This design comes from an exercise in tuning for small area on the open sky130 flow, not from production work. Function was checked by simulation only, so behaviour that the tests miss may differ from the original.

Setup of lane 1:
Design dadnme_engine, start of the top module:
module dadnme_engine (
    input  logic        Clk,
    input  logic        Reset,         
    input  logic        vs,            
    input  logic [7:0]  keycode, keycode_2,
    input  logic [9:0]  DrawX, DrawY,  
    output logic        is_ball,
    output logic [15:0] me_addr,
    output logic [7:0]  me_state,
    output logic        is_enemy,
    output logic [15:0] en_addr,
    output logic [1:0]  en_move,
    output logic        en_beida,
    output logic        is_en_blood_bar,
    output logic        is_enemy3,
    output logic [15:0] en_addr3,
    output logic        is_blood_bar,
    output logic [15:0] bb_addr,
    output logic        bb_white,
    output logic [19:0] bg_addr,
    output logic        show_success,
    output logic [17:0] success_addr,
    output logic        level
);
Size in the first run: ~170 flip-flops, about 160 I/O pins, about 17000 µm² of cells after synthesis.
Settings: LEC_CHECK=0, CAP_MARGIN=20, CORE_MARGIN=2, CORE_UTILIZATION=70, SLEW_MARGIN=20; clock period 25.0 ns.
standard.sh (not shown) runs the stock make flow with config.mk's settings and CLKGATE_MAP_FILE= SYNTH_SCRIPT=/design/flow/synth_recipe.tcl, a recipe that flattens the netlist after the stock synthesis.
==> flow/flow/run.sh <==
#!/bin/bash
# The standard layout (standard.sh) with these changes, none of which
# touches the registers or their names:
# - Yosys's synth runs with -noabc, so the gate-level adders reach ORFS's
#   full-adder extraction as written (the final ABC mapping still runs);
# - the final ABC mapping uses a copy of ORFS's scripts whose speed script
#   is turned towards area: &dc2 in place of &syn2, &nf with delay
#   relaxed (-R 1000 -p), four more rounds, and no closing buffer/upsize
#   (the clock period is 25 ns; the placer's repair still buffers and
#   sizes what it needs);
# - the port buffers use the smallest buffer cell, buf_1;
# - clock tree synthesis adds no dummy loads.
# Each tool's output is in standard_flow.log (and ORFS's own logs).
set -euo pipefail
here=$(pwd)
rm -rf "$here/scripts_mod"
cp -r "$FLOW_HOME/scripts" "$here/scripts_mod"
python3 - "$here/scripts_mod/abc_speed.script" <<'PY'
import sys
p = sys.argv[1]
out = []
for l in open(p).read().split('\n'):
    t = l.strip()
    if t in ('buffer -c', 'upsize -c'):
        continue
    if t == '&nf':
        l = '&nf -R 1000 -p'
    elif t == '&syn2':
        l = '&dc2'
    elif t == '&put':
        out += ['&st', '&dc2', '&if -g -K 6', '&synch2', '&nf -R 1000 -p'] * 4
    out.append(l)
open(p, 'w').write('\n'.join(out))
PY
bash standard.sh "SCRIPTS_DIR=$here/scripts_mod" "SYNTH_ARGS=-noabc" \
    "BUFFER_PORTS_ARGS=-buffer_cell sky130_fd_sc_hd__buf_1" \
    "CTS_ARGS=-sink_clustering_enable -repair_clock_nets -dont_use_dummy_load -sink_clustering_size 40 -sink_clustering_max_diameter 150" \
    finish > standard_flow.log 2>&1
The flow did not stop early for lane 1: all stages ran, and the layout cleared the timing, DRC and antenna checks.
## Diff of input files: lane 2 against lane 1
==> flow/flow/run.sh <==
#!/bin/bash
# The standard layout (standard.sh) with these changes, none of which
# touches the registers or their names:
# - Yosys's synth runs with -noabc, so the gate-level adders reach ORFS's
#   full-adder extraction as written (the final ABC mapping still runs);
# - the final ABC mapping uses a copy of ORFS's scripts in which the
#   speed script's &nf mapping relaxes delay (-R 1000, -p) and the
#   closing buffer/upsize steps are dropped: the clock period is 25 ns and
#   the placer's repair still buffers and sizes what it needs;
# - the port buffers use the smallest buffer cell, buf_1.
set -euo pipefail
here=$(pwd)
rm -rf "$here/scripts_mod"
cp -r "$FLOW_HOME/scripts" "$here/scripts_mod"
python3 - "$here/scripts_mod/abc_speed.script" <<'PY'
import sys
p = sys.argv[1]
lines = open(p).read().split('\n')
out = []
for l in lines:
    t = l.strip()
    if t in ('buffer -c', 'upsize -c'):
        continue
    out.append('&nf -R 1000 -p' if t == '&nf' else l)
open(p, 'w').write('\n'.join(out))
PY
bash standard.sh "SCRIPTS_DIR=$here/scripts_mod" "SYNTH_ARGS=-noabc" \
    "BUFFER_PORTS_ARGS=-buffer_cell sky130_fd_sc_hd__buf_1" finish > standard_flow.log 2>&1
==> notes.md <==
Measured against each other, lane 1 and lane 2 differ in global-route usage over all layers, the higher figure coming from lane 1. Total CTS buffers delta (lane 2 -> lane 1): insignificant. Going from lane 1 to lane 2, adder and majority cell fraction of the synthesized area now sits lower, critical path arrival went up.
Input changes introduced in lane 3 (baseline for comparison: lane 2):
-- flow/flow/run.sh --
<<< lane 2, line 27
bash standard.sh "SCRIPTS_DIR=$here/scripts_mod" "SYNTH_ARGS=-noabc" \
    "BUFFER_PORTS_ARGS=-buffer_cell sky130_fd_sc_hd__buf_1" finish > standard_flow.log 2>&1
>>> lane 3, line 27
bash standard.sh "SCRIPTS_DIR=$here/scripts_mod" "SYNTH_ARGS=-noabc" \
    "BUFFER_PORTS_ARGS=-buffer_cell sky130_fd_sc_hd__buf_1" \
    "CTS_ARGS=-sink_clustering_enable -repair_clock_nets -dont_use_dummy_load" finish > standard_flow.log 2>&1
### Flow results
- Fraction of met1 tracks used by global routing for lane 3 is lower than for lane 2.
- Worst hold-check slack ended up 0.0060 ns lower on lane 3 than on lane 2.
- In the reports for lane 3 and lane 2, the larger setup slack of the critical path after layout belongs to lane 2.
- Lane 3 and lane 2 ended up with nearly the same post-route clock period utilization.
- Number of ordinary and repair buffers in the finished layout came out exactly the same in lane 3 and lane 2.
- The post-layout minimum cycle time reported for lane 3 is greater than that of lane 2 by 0.0099 ns.
- Taking lane 2 as the reference, in lane 3 sum of routed wire length over all layers shows a reduction of 0.40%, growth of design area from synthesis to finish shows a reduction of 1.3 points, global-route usage shows a reduction of 0.16 points.
Changes in lane 4 relative to lane 3:
Settings: GPL_TIMING_DRIVEN now 0, previously not set; PLACE_DENSITY now 0.85, previously not set.
==> flow/flow/run.sh <==
#!/bin/bash
# The standard layout (standard.sh) with these changes, none of which
# touches the registers or their names:
# - Yosys's synth runs with -noabc, so the gate-level adders reach ORFS's
#   full-adder extraction as written (the final ABC mapping still runs);
# - the final ABC mapping uses a copy of ORFS's scripts whose speed script
#   is turned towards area: &dc2 in place of &syn2, &nf with delay
#   relaxed (-R 1000 -p), four more rounds, and no closing buffer/upsize
#   (the clock period is 25 ns; the placer's repair still buffers and
#   sizes what it needs);
# - the port buffers use the smallest buffer cell, buf_1;
# - clock tree synthesis adds no dummy loads.
# Each tool's output is in standard_flow.log (and ORFS's own logs).
set -euo pipefail
here=$(pwd)
rm -rf "$here/scripts_mod"
cp -r "$FLOW_HOME/scripts" "$here/scripts_mod"
python3 - "$here/scripts_mod/abc_speed.script" <<'PY'
import sys
p = sys.argv[1]
out = []
for l in open(p).read().split('\n'):
    t = l.strip()
    if t in ('buffer -c', 'upsize -c'):
        continue
    if t == '&nf':
        l = '&nf -R 1000 -p'
    elif t == '&syn2':
        l = '&dc2'
    elif t == '&put':
        out += ['&st', '&dc2', '&if -g -K 6', '&synch2', '&nf -R 1000 -p'] * 4
    out.append(l)
open(p, 'w').write('\n'.join(out))
PY
bash standard.sh "SCRIPTS_DIR=$here/scripts_mod" "SYNTH_ARGS=-noabc" \
    "BUFFER_PORTS_ARGS=-buffer_cell sky130_fd_sc_hd__buf_1" \
    "CTS_ARGS=-sink_clustering_enable -repair_clock_nets -dont_use_dummy_load -buf_list sky130_fd_sc_hd__clkbuf_8 -root_buf sky130_fd_sc_hd__clkbuf_16" \
    finish > standard_flow.log 2>&1
## What came out
Looking at area of combinational cells with multiple inputs across lane 4 and lane 3, the one that comes out lower is lane 4. | area added between synthesis and finish | lane 3 vs lane 4 | ≈ equal |. The post-synthesis share of cell area spent on full adders, half adders and majority gates number comes out lower for lane 3 vs lane 4. Sort lane 4 and lane 3 by peak supply drop desc -> top: lane 3. Via count essentially unchanged between lane 4 and lane 3. ~same clock-pin slew on the worst setup and hold paths in lane 4 and lane 3. Per the final summary, lane 4 finished and its layout is clean on timing, DRC and antenna. Register-to-register slack (lane 4 over lane 3): decrease, 0.17 ns.
### lane 4 -> lane 5
Settings: CORE_UTILIZATION now 50, was 70; PLACE_DENSITY now 0.9, was 0.85; GPL_TIMING_DRIVEN no longer set, was 0.
- Lane 5: PASS, flow complete, no timing, DRC or antenna violations
- Setup slack: lane 5 more than lane 4
- Diff lane 5..lane 4 | gate count of the mapped netlist | unchanged
- In lane 5 the met2 wirelength from detailed routing turned out 4.1% higher than in lane 4.
- Lane 5: share of the clock period used by the worst path is 0.55 points lower than what lane 4 reported.

==> what the ideal ports hide <==
The results above use ideal ports. As a check the final layouts listed here were re-extracted and re-timed, cells and wires unchanged. Step 1: set_driving_cell puts a clkbuf_16 on Clk and a buf_2 on each other input, an assumption about the parent block. Step 2 times the ports against the registers' clock, not the clock port: input delays grow and output delays shrink by t, the midpoint of the rising clock arrivals with the driver on. a / b / c = ideal / step 1 / step 2; a / b = the first two.
| run | t (ns) | setup WS [ns] | hold slack, ns | worst setup path after step 2 | clock arrival spread, ns |
|---|---|---|---|---|---|
| lane 1 | 0.485 | 3.297 / 3.269 / 3.269 | 0.471 / 0.471 / 0.471 | input to output | 0.039 / 0.039 |
| lane 2 | 0.485 | 3.053 / 3.031 / 3.031 | 0.462 / 0.462 / 0.462 | input to output | 0.024 / 0.025 |
| lane 3 | 0.482 | 3.043 / 3.021 / 3.021 | 0.456 / 0.456 / 0.456 | input to output | 0.041 / 0.042 |
| lane 4 | 0.429 | 2.871 / 2.841 / 2.841 | 0.485 / 0.485 / 0.485 | input to output | 0.035 / 0.034 |
| lane 5 | 0.450 | 3.007 / 2.982 / 2.982 | 0.479 / 0.479 / 0.479 | input to output | 0.051 / 0.050 |
After both steps every run listed still meets setup and hold. The setup slack of lane 4, which loses most, moves by -0.030 ns with the drivers and by -0.030 ns with both steps.
